This design comes from an exercise in tuning for small area, a short achievable clock period and few clock cycles on the open sky130 flow, not from production work. In this exercise RTL edits were held to simulation tests only and were not proved equivalent to the original. No activity file was given, so power comes from the tool's default toggle rates.

==> run a: inputs <==
## PushBox_Engine
module PushBox_Engine(
    input clk,
    input rst,
    input cmd_valid,
    input [1:0] cmd,         
    input [1:0] dir,         
    input [3:0] level_in,    
    output ready,
    output loaded,
    output [3:0] level,
    output [15:0] step,
    output [7:0] holes,
    output [8:0] person,
    output win,
    input [8:0] rd_addr,
    output [3:0] rd_data
    );
Settings: LEC_CHECK=0, ABC_AREA=1, CAP_MARGIN=20, CORE_MARGIN=2, CORE_UTILIZATION=20, SETUP_SLACK_MARGIN=2.5, SLEW_MARGIN=20; clock period 7.0 ns.
run.sh (not shown) runs the stock make flow with config.mk's settings and CLKGATE_MAP_FILE= SYNTH_SCRIPT=/design/flow/synth_recipe.tcl, a recipe that flattens the netlist after the stock synthesis.
==> inputs of run b, as changes to run a <==
--- a/flow/design.v
+++ b/flow/design.v
@@ -40,39 +40,40 @@
             bcd_inc[7:4] = c0 ? dinc(s[7:4]) : s[7:4];
             bcd_inc[11:8] = c1 ? dinc(s[11:8]) : s[11:8];
             bcd_inc[15:12] = c2 ? dinc(s[15:12]) : s[15:12];
         end
     endfunction
     reg ready_r, loaded_r;
     reg [3:0] level_r;
     reg [8:0] person_r;
-    reg [7:0] holes_r;
+    reg [2:0] holes_r;       
     reg [15:0] step_r;
     reg [3:0] rd_r;
     reg [81:0] box;        
     assign ready = ready_r;
     assign loaded = loaded_r;
     assign level = level_r;
     assign step = step_r;
-    assign holes = holes_r;
+    assign holes = {5'd0, holes_r};
     assign person = person_r;
-    assign win = (holes_r == 8'd0);
+    assign win = (holes_r == 3'd0);
     assign rd_data = rd_r;
     wire accept = cmd_valid & ready_r;
     wire do_load = accept & (cmd == 2'd1);
     wire do_init = do_load | (accept & (cmd == 2'd2) & loaded_r);
     wire do_move = accept & (cmd == 2'd0) & loaded_r;
     wire [3:0] lsel = (cmd == 2'd1) ? level_in : level_r;
-    wire [15:0] lv = 16'd1 << level_r;      
+    reg [15:0] lv_r;                        
+    wire [15:0] lv = lv_r;
     wire [15:0] ls = 16'd1 << lsel;         
-    wire [8:0] holes_dec9 = addk({1'b0, holes_r}, 9'h1ff);
-    wire [8:0] holes_inc9 = addk({1'b0, holes_r}, 9'h001);
-    wire [7:0] holes_dec = holes_dec9[7:0];
-    wire [7:0] holes_inc = holes_inc9[7:0];
+    wire [8:0] holes_dec9 = addk({6'd0, holes_r}, 9'h1ff);
+    wire [8:0] holes_inc9 = addk({6'd0, holes_r}, 9'h001);
+    wire [2:0] holes_dec = holes_dec9[2:0];
+    wire [2:0] holes_inc = holes_inc9[2:0];
     wire [15:0] step_inc = bcd_inc(step_r);
     wire [81:0] fl, gl, bi, fr;
     wire [81:0] pc;
     assign fl[0] = |(lv & 16'h0020);
     assign gl[0] = |(lv & 16'h0000);
     assign bi[0] = |(ls & 16'h0000);
     assign pc[0] = (person_r == 9'd67);
     assign fr[0] = fl[0] & ~box[0];
@@ -1304,63 +1305,64 @@
         | (pc[65] & box[66] & fr[67] & gl[66] & ~gl[67])
         | (pc[67] & box[68] & fr[69] & gl[68] & ~gl[69])
         | (pc[68] & box[69] & fr[70] & gl[69] & ~gl[70]);
     wire ok = dir[1] ? (dir[0] ? ok_3 : ok_2) : (dir[0] ? ok_1 : ok_0);
     wire pu = dir[1] ? (dir[0] ? pu_3 : pu_2) : (dir[0] ? pu_1 : pu_0);
     wire hd = dir[1] ? (dir[0] ? hd_3 : hd_2) : (dir[0] ? hd_1 : hd_0);
     wire hi = dir[1] ? (dir[0] ? hi_3 : hi_2) : (dir[0] ? hi_1 : hi_0);
     reg [8:0] pinit;
-    reg [7:0] hinit;
+    reg [2:0] hinit;
     always @* begin
         case (lsel)
-            4'd0: begin pinit = 9'd170; hinit = 8'd4; end
-            4'd1: begin pinit = 9'd86; hinit = 8'd3; end
-            4'd2: begin pinit = 9'd147; hinit = 8'd4; end
-            4'd3: begin pinit = 9'd128; hinit = 8'd4; end
-            4'd4: begin pinit = 9'd128; hinit = 8'd3; end
-            4'd5: begin pinit = 9'd214; hinit = 8'd4; end
-            4'd6: begin pinit = 9'd113; hinit = 8'd5; end
-            4'd7: begin pinit = 9'd153; hinit = 8'd5; end
-            4'd8: begin pinit = 9'd212; hinit = 8'd6; end
-            4'd9: begin pinit = 9'd147; hinit = 8'd5; end
-            4'd10: begin pinit = 9'd192; hinit = 8'd4; end
-            4'd11: begin pinit = 9'd111; hinit = 8'd3; end
-            4'd12: begin pinit = 9'd209; hinit = 8'd4; end
-            4'd13: begin pinit = 9'd147; hinit = 8'd5; end
-            4'd14: begin pinit = 9'd190; hinit = 8'd6; end
-            4'd15: begin pinit = 9'd211; hinit = 8'd6; end
+            4'd0: begin pinit = 9'd170; hinit = 3'd4; end
+            4'd1: begin pinit = 9'd86; hinit = 3'd3; end
+            4'd2: begin pinit = 9'd147; hinit = 3'd4; end
+            4'd3: begin pinit = 9'd128; hinit = 3'd4; end
+            4'd4: begin pinit = 9'd128; hinit = 3'd3; end
+            4'd5: begin pinit = 9'd214; hinit = 3'd4; end
+            4'd6: begin pinit = 9'd113; hinit = 3'd5; end
+            4'd7: begin pinit = 9'd153; hinit = 3'd5; end
+            4'd8: begin pinit = 9'd212; hinit = 3'd6; end
+            4'd9: begin pinit = 9'd147; hinit = 3'd5; end
+            4'd10: begin pinit = 9'd192; hinit = 3'd4; end
+            4'd11: begin pinit = 9'd111; hinit = 3'd3; end
+            4'd12: begin pinit = 9'd209; hinit = 3'd4; end
+            4'd13: begin pinit = 9'd147; hinit = 3'd5; end
+            4'd14: begin pinit = 9'd190; hinit = 3'd6; end
+            4'd15: begin pinit = 9'd211; hinit = 3'd6; end
         endcase
     end
     always @ (posedge clk or posedge rst) begin
         if (rst) begin
             ready_r <= 1'b0;
             loaded_r <= 1'b0;
             level_r <= 4'd0;
         end else begin
             ready_r <= 1'b1;
             if (do_load) begin
                 loaded_r <= 1'b1;
                 level_r <= level_in;
             end
         end
     end
+    wire mvpu = do_move & pu;
     always @ (posedge clk) begin
+        if (do_load) lv_r <= 16'd1 << level_in;
         if (do_init) begin
             person_r <= pinit;
-            holes_r <= hinit;
             step_r <= 16'h0000;
-            box <= bi;
         end else if (do_move & ok) begin
             person_r <= p1;
             step_r <= step_inc;
-            if (hd) holes_r <= holes_dec;
-            else if (hi) holes_r <= holes_inc;
-            if (pu) box <= (box & ~one) | two;
         end
+        if (do_init) holes_r <= hinit;
+        else if (do_move & hd) holes_r <= holes_dec;
+        else if (do_move & hi) holes_r <= holes_inc;
+        box <= do_init ? bi : (box & ~({82{mvpu}} & one)) | ({82{mvpu}} & two);
     end
     wire rd_me = (rd_addr == person_r);
     reg s1, s0, bx;
     reg [1:0] spc;
     always @* begin
         s1 = 1'b0;
         s0 = 1'b0;
         bx = 1'b0;
Settings changed: CORE_UTILIZATION 20 to 28, SETUP_SLACK_MARGIN 2.5 to 3.3.
==> summary of the runs <==
Run a ran to the end with no violations. Run b passed the timing, design-rule and antenna checks.
Against run b, the via count of run a is smaller by 8.6%.
Of run a and run b, run b has the higher first-iteration DRC count (gap 28%, measured against run b).
Against run a, the sequential share of layout area of run b is lower by 1.2 points.
Against run b, the combinational power of run a is larger by about 70%.
Against run a, the critical path depth of run b is lower by 5.
Of run b and run a, run b has the higher cell count (gap about 3%, measured against run a).
Against run a, the non-clock buffer count of run b is higher by 87.
Of run a and run b, run b has the higher final area (gap about 11%, measured against run b).
Of run b and run a, run b has the higher synthesized cell count (gap about 11%, measured against run a).
Of run a and run b, run b has the higher fmax (gap 15%, measured against run b).
Against run b, the worst hold slack of run a is higher by 0.0045 ns.
Testbench counts of run a, summed over its fixed seeds: cycles 6,791.
Testbench counts of run b, summed over its fixed seeds: cycles 6,791.

========
==> try-raven <==
PushBox_Engine, a different RTL version from the one above (not shown whole).
Settings: LEC_CHECK=0, ABC_AREA=1, CAP_MARGIN=5, CORE_MARGIN=2, CORE_UTILIZATION=22, SETUP_SLACK_MARGIN=3.0, SLEW_MARGIN=5, SYNTH_HIERARCHICAL=1; clock period 7.0 ns.
==> try-fjord: changes against try-raven <==
CORE_UTILIZATION = 20   (was 22)
SETUP_SLACK_MARGIN = 2.8   (was 3.0)
==> notes <==
try-fjord completed without violations. try-raven went through all stages and came out clean. In synthesized cell count, try-raven and try-fjord do not differ. Clock power: try-fjord is larger than try-raven (about 0.4%). Between try-fjord and try-raven, the lower via count is in try-fjord (gap 1.0%, measured against try-raven). Against try-fjord, the die area of try-raven is lower by 9.0%. Between try-fjord and try-raven, the lower wire length is in try-fjord (gap about 1.2%, measured against try-raven). Of try-fjord and try-raven, try-fjord has the higher first-iteration DRC count (gap 11%, measured against try-raven). Of try-fjord and try-raven, try-fjord has the higher critical path depth (gap 2). In try-fjord the combinational power is lower than in try-raven, by about 3%.
==> figures <==
item	try-fjord	try-raven
Run status	timing/DRC/antenna clean	timing/DRC/antenna clean
Power in the clock group	0.990 mW	0.986 mW
Cell area after placement	23200 um^2	23200 um^2
Total power draw	3.45 mW	3.50 mW
Endpoint of the most critical register-to-register path	box[24]	box[45]
Die Area	105000 um^2	95800 um^2
Slowest cell on the critical path	edfxtp_1	nor2_2
Share of layout cells above drive strength 1	12.8%	16.0%
Part of the total power dissipated in combinational logic	40.2%	40.8%
Worst slew slack as a fraction of its limit	14.8%	16.2%
Time the final worst path needs with I/O delays and setup	4.24 ns	4.06 ns
Chip Width	324 um	310 um
Clock-cell share of area	2.33%	2.29%
Critical path required time	7.43 ns	7.40 ns
Wire length of the first global-routing pass	224 mm	227 mm
CTS clk-pin slew, worst paths	0.08 ns	0.09 ns
Overall track demand over capacity in global routing	30.1%	34.0%
Peak Freq	236 MHz	247 MHz
Testbench counts of try-raven, summed over its fixed seeds: cycles 6,791.
Testbench counts of try-fjord, summed over its fixed seeds: cycles 6,791.

re-timing with driven ports:
The results above use ideal ports. As a check the final layouts listed here were re-extracted and re-timed, cells and wires unchanged. Step 1 (the two cells are an assumption about what drives the block):
set clk [get_ports {clk}]
set_driving_cell -lib_cell sky130_fd_sc_hd__clkbuf_16 $clk
set_driving_cell -lib_cell sky130_fd_sc_hd__buf_2 [delete_from_list [all_inputs] $clk]
Step 2 moves the port delays by t, midway between the first and last clock arrival at a register: inputs arrive t later, outputs are due t later. That takes back most of the time a late clock gives input paths. a / b / c = ideal / step 1 / step 2; a / b = the first two.
run | t (ns) | setup WS [ns] | latest minus earliest clock arrival (ns) | slew at the worst register clock pin (ns) | pins driven straight from the clock port
run a | 0.514 | 2.370 / 2.370 / 2.019 | 0.033 / 0.032 | 0.09 / 0.09 | 1
run b | 0.535 | 3.064 / 3.064 / 2.755 | 0.023 / 0.022 | 0.08 / 0.08 | 1
try-raven | 0.555 | 2.945 / 2.945 / 2.545 | 0.016 / 0.016 | 0.09 / 0.09 | 1
try-fjord | 0.560 | 2.760 / 2.760 / 2.330 | 0.024 / 0.024 | 0.09 / 0.09 | 1
After both steps setup and hold are still met in every run listed. The setup slack of try-fjord, which loses most, moves by 0.000 ns with the drivers and by -0.430 ns with both steps.
